What follows belongs to an exercise in optimizing a design on an open flow for small area; a production flow would make more cautious choices. The RTL was checked by simulation tests, not by an equivalence proof against the original design. Power figures rest on the tool's default switching activity, not on a simulated workload.

===== flow/config.mk =====
export PLATFORM = sky130hd
export DESIGN_NAME = lcd_top
export DESIGN_NICKNAME = lcd_top
export VERILOG_FILES = /design/flow/design.v
export SDC_FILE = /design/flow/constraint.sdc
export NUM_CORES = 4
export LEC_CHECK = 0
export CAP_MARGIN = 20
export CORE_MARGIN = 2
export CORE_UTILIZATION = 40
export SLEW_MARGIN = 20

===== flow/constraint.sdc =====
create_clock -name core_clock -period 10.0 [get_ports {clk}]
set_input_delay 2.0000 -clock core_clock [delete_from_list [all_inputs] [get_ports {clk}]]
set_output_delay 2.0000 -clock core_clock [all_outputs]
set_load 0.01 [all_outputs]

===== flow/design.v =====
`timescale 1ns / 1ps
module lcd_init (
    input clk,
    input nrst,
    input sw0,
    input btn0,
    input btn1,
    input btn2,
    input btn3,
    output reg [3:0] data,
    output reg rs,
    output wire rw,
    output wire en
);
    localparam W = 21;
    localparam [W-1:0] M_L = 21'h1404d, V_L = 21'h8;
    localparam [W-1:0] M_H = 21'h200bb, V_H = 21'ha8;
    localparam [W-1:0] M_P0 = 21'h12ed8e, V_P0 = 21'h2a90a;
    localparam [W-1:0] M_P1 = 21'h20d7f, V_P1 = 21'h2;
    localparam [W-1:0] M_XNL = 21'h12469, V_XNL = 21'h10420;
    localparam [W-1:0] M_XS2 = 21'h1fffff, V_XS2 = 21'h13ec51;
    localparam [1:0] PH_X = 2'd0, PH_L = 2'd1, PH_H = 2'd2, PH_P = 2'd3;
    localparam [5:0] K_DONE = 6'd37,
                     K_BR1  = 6'd38,    
                     K_BR2  = 6'd39,    
                     K_PR0  = 6'd40,    
                     K_PL0  = 6'd41,
                     K_PT0  = 6'd42,
                     K_PR1  = 6'd44,    
                     K_PL1  = 6'd45,
                     K_PT1  = 6'd46;
    reg [5:0]   k;
    reg [1:0]   ph;
    reg [W-1:0] cnt;
    reg [6:0]   addr;
    reg         b0p, b2p, b3p;
    assign rw = 1'b0;
    assign en = (ph == PH_H);
    function hit(input [W-1:0] m, input [W-1:0] v);
        hit = ((cnt & m) == v);
    endfunction
    wire idle = (ph == PH_X) && (k == K_DONE || k == K_BR2);
    wire mv_r = !btn2 && b2p;
    wire mv_l = !btn3 && b3p;
    wire mv_t = !btn0 && b0p;
    wire mv   = sw0 && (mv_r || mv_l || mv_t);
    reg adv;
    always @* begin
        case (ph)
            PH_L: adv = hit(M_L, V_L);
            PH_H: adv = hit(M_H, V_H);
            PH_P: adv = (k == 6'd0) ? hit(M_P0, V_P0) : (k == 6'd1) ? hit(M_P1, V_P1) : hit(M_L, V_L);
            default: case (k)
                6'd0:          adv = 1'b1;
                6'd22:         adv = hit(M_XNL, V_XNL);
                6'd34:         adv = hit(M_XS2, V_XS2);
                K_DONE, K_BR2: adv = mv;
                default:       adv = hit(M_L, V_L);
            endcase
        endcase
    end
    wire has_x = (k == 6'd14) || (k == 6'd22) || (k == 6'd24) || (k == 6'd34) ||
                 (k == K_DONE) || (k == K_BR2);
    wire [5:0] col = {addr[5:0]};
    wire       col_last = (addr[5:0] == 6'd39);
    wire       col_first = (addr[5:0] == 6'd0);
    always @(posedge clk or negedge nrst) begin
        if (!nrst) begin
            k   <= 6'd0;
            ph  <= PH_X;
            addr <= 7'd0;
            b0p <= 1'b0;
            b2p <= 1'b0;
            b3p <= 1'b0;
        end else begin
            if (idle && sw0) begin
                if (btn0)      b0p <= 1'b1;
                else if (btn2) b2p <= 1'b1;
                else if (btn3) b3p <= 1'b1;
                if (mv_r)      b2p <= 1'b0;
                else if (mv_l) b3p <= 1'b0;
                else if (mv_t) b0p <= 1'b0;
            end
            if (adv) begin
                case (ph)
                    PH_L: ph <= PH_H;
                    PH_H: ph <= has_x ? PH_X : PH_P;
                    PH_X: begin
                        ph <= PH_P;
                        if (idle)
                            k <= {3'b101, k == K_BR2, mv_r ? 2'd0 : mv_l ? 2'd1 : 2'd2};
                    end
                    default: begin
                        ph <= PH_L;
                        if (k[5:3] == 3'b101) begin
                            k <= K_BR1;
                            case (k[1:0])
                                2'd0: addr <= col_last ? {~addr[6], 6'd0} : addr + 7'd1;
                                2'd1: addr <= col_first ? {~addr[6], 6'd39} : addr - 7'd1;
                                default: addr <= {~addr[6], addr[5:0]};
                            endcase
                        end else begin
                            k <= k + 6'd1;
                        end
                    end
                endcase
            end
        end
    end
    always @(posedge clk) begin
        if (adv || idle) cnt <= {W{1'b0}};
        else             cnt <= {cnt[W-2:0], ~(cnt[20] ^ cnt[18])};
    end
    always @* begin
        if (k >= 6'd15 && k <= 6'd22)      rs = !(k == 6'd22 && ph == PH_P);
        else if (k >= 6'd25 && k <= 6'd34) rs = !(k == 6'd34 && ph == PH_P);
        else                               rs = (k == 6'd14 || k == 6'd24) && ph == PH_P;
    end
    always @* begin
        case (k)
            6'd1, 6'd2, 6'd3:  data = 4'h3;
            6'd4, 6'd5:        data = 4'h2;
            6'd6, 6'd8:        data = 4'h8;
            6'd12:             data = 4'h6;
            6'd10, 6'd36:      data = 4'h1;
            6'd14:             data = 4'hF;
            6'd15, 6'd17, 6'd21, 6'd25, 6'd27, 6'd29, 6'd31: data = 4'h4;
            6'd16:             data = 4'hD;
            6'd18, 6'd28, 6'd32: data = 4'h1;
            6'd19, 6'd33:      data = 4'h5;
            6'd20:             data = 4'h2;
            6'd22:             data = 4'hB;
            6'd23:             data = 4'hC;
            6'd26, 6'd34:      data = 4'h3;
            6'd30:             data = 4'h7;
            K_BR1:             data = addr[3:0];
            K_BR2, K_PR1, K_PL1, K_PT1: data = {1'b1, addr[6:4]};
            default:           data = 4'h0;
        endcase
    end
endmodule
`timescale 1ns / 1ps
module lcd_top(
    input clk,
    input nrst,
    input sw0,
    input btn0,
    input btn1,
    input btn2,
    input btn3,
    output [3:0] data,   
    output rs,
    output rw,
    output en   
);
    wire [3:0] data_internal;
    wire rs_internal;
    wire rw_internal;
    wire en_internal;
    lcd_init init (
        .clk(clk),
        .nrst(nrst),
        .sw0(sw0),
        .btn0(btn0),
        .btn1(btn1),
        .btn2(btn2),
        .btn3(btn3),
        .data(data_internal),   
        .rs(rs_internal),      
        .rw(rw_internal),      
        .en(en_internal)       
    );
    assign data = data_internal;
    assign rs   = rs_internal;
    assign rw   = rw_internal;
    assign en   = en_internal;
endmodule

===== flow/run.sh =====
#!/bin/bash
# synth_recipe.tcl (not shown) runs the flow's synth.tcl, then flattens the netlist and writes it again
# the make line also repeats each setting of config.mk as NAME=value (left out here)
make -C /OpenROAD-flow-scripts/flow DESIGN_CONFIG=/design/flow/config.mk WORK_HOME=/design/flow/orfs CLKGATE_MAP_FILE= SYNTH_SCRIPT=/design/flow/synth_recipe.tcl finish

==> results.json <==
{
  "multiInputGateArea_um2": 1620,
  "grt_max_degree": 29,
  "drtAntennaViolNets": 0,
  "start_kind": "register",
  "drc": 0,
  "synthFlopType": "dfxtp_1",
  "relSlewSlack_pct": 29.8,
  "crit_path_end_kind": "primary output",
  "min_path_cells": 1,
  "initial_core_util_pct": 41.6,
  "root_buffer": "clkbuf_8",
  "synthToLayoutAreaGrowth_pct": 8.15,
  "yosys-top-cells-area": "dfrtp_1 17%, dfxtp_1 16%, ha_1 5.7%",
  "internal_power_mw": 0.229,
  "clkLatencyLatePin_ns": 0.29,
  "r2r_end": "init.cnt[17]",
  "switching_share_pct": 20.3,
  "gp_congestion": 0.863,
  "ctsLongestPathBuffers": 2,
  "path_cells": "or2_2 > nor4_1 > a211oi_1 > o21ai_0 > nor3_1 > nand2_1 > clkdlybuf4s50_1",
  "worst_pin_slew_ns": 1.05,
  "synth_top_area_cell": "dfrtp_1",
  "synth_most_common_cell": "nand2_1",
  "powerDensity_nw_per_um2": 100,
  "die_width_um": 85.5,
  "fin_cells": 403,
  "p_seq_share_pct": 54.4,
  "final_core_util_pct": 45.0,
  "met2RoutedLength_um": 2980,
  "p_clk_share_pct": 44.0,
  "drive_gt1_share_pct": 5.52,
  "die_area_um2": 7310,
  "fillerInstances": 641,
  "ios": 14,
  "fin_crit_sh_pct": 51.2,
  "clock-sinks": 39,
  "cts_resized": 0,
  "yosysWarnings": 1,
  "synth_area_um2": 2660,
  "cp_max_fo": 21,
  "numPortBuffers": 11,
  "yosys-top-cells-count": "30 x nand2_1, 25 x o21ai_0, 22 x and2_1, 22 x nor2_1, 21 x dfxtp_1",
  "finalSetupViolCount": 0,
  "num_vias": 2393,
  "status": "timing/DRC/antenna clean",
  "avgSynthCellArea_um2": 8.07,
  "synth.top_cell.area_share_pct": 17.0,
  "skew_ns": 0.00976,
  "fin_setup_tns_ns": 0,
  "grt_pass1_vias": 2253,
  "cts_hold_buf": 0,
  "crit_required_ns": 8.00,
  "switchingPower_mw": 0.0584,
  "r2r_start": "init.k[3]",
  "synth_nets": 348,
  "timing.critical_path.slowest_cell_delay_ns": 0.74,
  "dpl.hpwl_um": 4520,
  "grt_antenna_before_repair": 0,
  "cap_violations": 0,
  "syn_inst": 329,
  "cp.arrival_ns": 3.12,
  "worstHoldEndpoint": "init.cnt[10]",
  "slew_viol_final": 0,
  "detail_route.wl_per_cell_um": 16.0,
  "grt_pass1_wl_um": 11100,
  "crit_type": "register to primary output",
  "rows": 29,
  "synth_edf_count": 0,
  "cts_tree": "built",
  "ir_drop_mv": 0.0591,
  "cp_slowest_cell": "nor4_1",
  "drt-total-wl_um": 6450,
  "core_area_um2": 6390,
  "reg2regPathDepth": 7,
  "antenna_cells": 0,
  "register_area_um2": 871,
  "wl_met3_um": 290,
  "period_minus_slack_ns": 5.12,
  "htreeDepth": 2,
  "cts_buffers": 5,
  "synth_cell_types": 71,
  "pwr-share-comb_pct": 1.6,
  "wl_met1_um": 3080,
  "rsz0062_at_grt": "false",
  "async_flop_share_pct": 46.2,
  "chipHeight_um": 85.5,
  "vias_per_cell": 5.94,
  "top_layer": "met4",
  "cp_top_family": "simple AND/OR/NAND/NOR gates",
  "dp.cells": 395,
  "ff2ff_setup_slack_ns": 5.97,
  "hold_class": "register to register",
  "ys_ff_latch": 39,
  "globalRouteOverflowTotal": 0,
  "postCtsSetupBuffers": 0,
  "hold_start": "init.cnt[9]",
  "ys_seq_area_share_pct": 32.8,
  "drtIter0Drc": 130,
  "dr.pass1.iters": 5,
  "crit_buf_inv": 1,
  "track_usage_pct": 18.9,
  "leakage_nw": 1.07,
  "max_freq_mhz": 195,
  "fin_nets": 344,
  "clk_pin_slew_worst_paths_ns": 0.08,
  "hold_viol_final": 0
}
[worst register-to-register path: stages, from the launching register on]
cell	delay [ns]
dfrtp_1	0.64
or2_2	0.42
nor4_1	0.74
a21o_1	0.19
o32ai_1	0.11
o22ai_2	0.69
a21boi_1	0.94
and2_1	0.24
[sequential cells by signal, indices dropped and copies added, names as in the netlist]
signal and flops:
init.k 6, init.cnt 21, init.b3p 1, init.ph 2, init.b0p 1, init.addr 7
init.b2p 1
[layout make-up]
type | count | share of cell area, %
flip-flops and latches | 39 | 30.3
multi-input cells | 252 | 56.5
repair buffers | 11 | 3.83
inverters | 16 | 2.09
well taps | 77 | 3.36
clock inverters | 1 | 0.174
clock buffers | 7 | 3.75
[power by group through the flow]
stage	Clock, mW	Combinational, mW	Sequential (mW)
after floorplan	0	0.000946	0.160
after global placement	0	0.00459	0.160
after detailed placement	0	0.00465	0.160
after CTS	0.131	0.00466	0.156
after global routing	0.137	0.00515	0.156
final	0.127	0.00453	0.156
[logic make-up (layout without fill, tap and decap cells)]
logic type | after synthesis | count (layout) | share of synthesized area, %
other | 1 | 1 | 0.141
muxes | 7 | 7 | 2.97
xor gates and xnor gates | 3 | 3 | 0.990
and+or+nand+nor | 132 | 132 | 26.9
AOI/OAI and AO/OA | 97 | 97 | 24.4
buffers and inverters | 38 | 35 | 6.13
DFF | 39 | 39 | 32.8
adders and majority gates | 12 | 12 | 5.65
[placed cells by master, fill, tap and decap left out, types with 3 or more instances in the layout]
cell type         n
nand2_1          30
nand2b_1          3
a32oi_1           4
nor2_1           22
clkbuf_8          6
o21ai_1           4
nand3_1           9
a211oi_1          3
nor4_1            8
dfxtp_1          21
inv_1            15
a31oi_1           4
dfrtp_1          18
clkdlybuf4s50_1  11
mux2i_1           3
o21ai_0          25
a21oi_1          18
nand4_1           5
ha_1             12
and2_1           22
o31a_1            6
o31ai_1           5
nor3_1           10
nor3b_1           4
[routing by layer]
layer	vias to the layer above	global-route usage (%)
met2	61	29.6
met3	9	2.82
li1	1194	-
met5	-	0
met4	0	6.35
met1	1129	26.6
[through the flow]
stage	setup slack, ns	instance area (um2)	hold WS [ns]	power, mW
after CTS	4.95	2870	0.455	0.292
final	4.88	2870	0.451	0.287
after detailed placement	5.10	2760	0.439	0.164
after floorplan	6.31	2660	0.421	0.161
after global placement	5.03	2760	0.434	0.164
after global routing	4.74	2870	0.486	0.298
[worst max-delay path by stage]
stage                          from           end  slack (ns)  cells past startpoint
final                     init.k[3]       data[0]        4.88                      7
after CTS                 init.k[3]       data[0]        4.95                      7
after global placement         btn2   init.cnt[3]        5.03                      8
after floorplan           init.k[0]       data[2]        6.31                      8
after global routing      init.k[1]       data[2]        4.74                     10
after detailed placement       btn2  init.cnt[17]        5.10                      8

## port drivers added, routing unchanged
No port has a modelled driver above. Below, the same layout with a new extraction and two added sets of constraints. Step 1 assumes that a clkbuf_16 drives the clock port and a buf_2 every other input. Step 2 times the ports against the registers' clock, not the clock port: input delays grow and output delays shrink by t, the midpoint of the rising clock arrivals with the driver on. a / b / c = ideal / step 1 / step 2; a / b = the first two.
t (ns): 0.314
setup WS [ns]: 4.878 / 4.853 / 5.054
worst register clock-pin slew, ns: 0.08 / 0.08
After both steps this run still meets setup and hold. For this run, drivers alone change the setup slack by -0.025 ns; drivers and shift together by +0.176 ns.
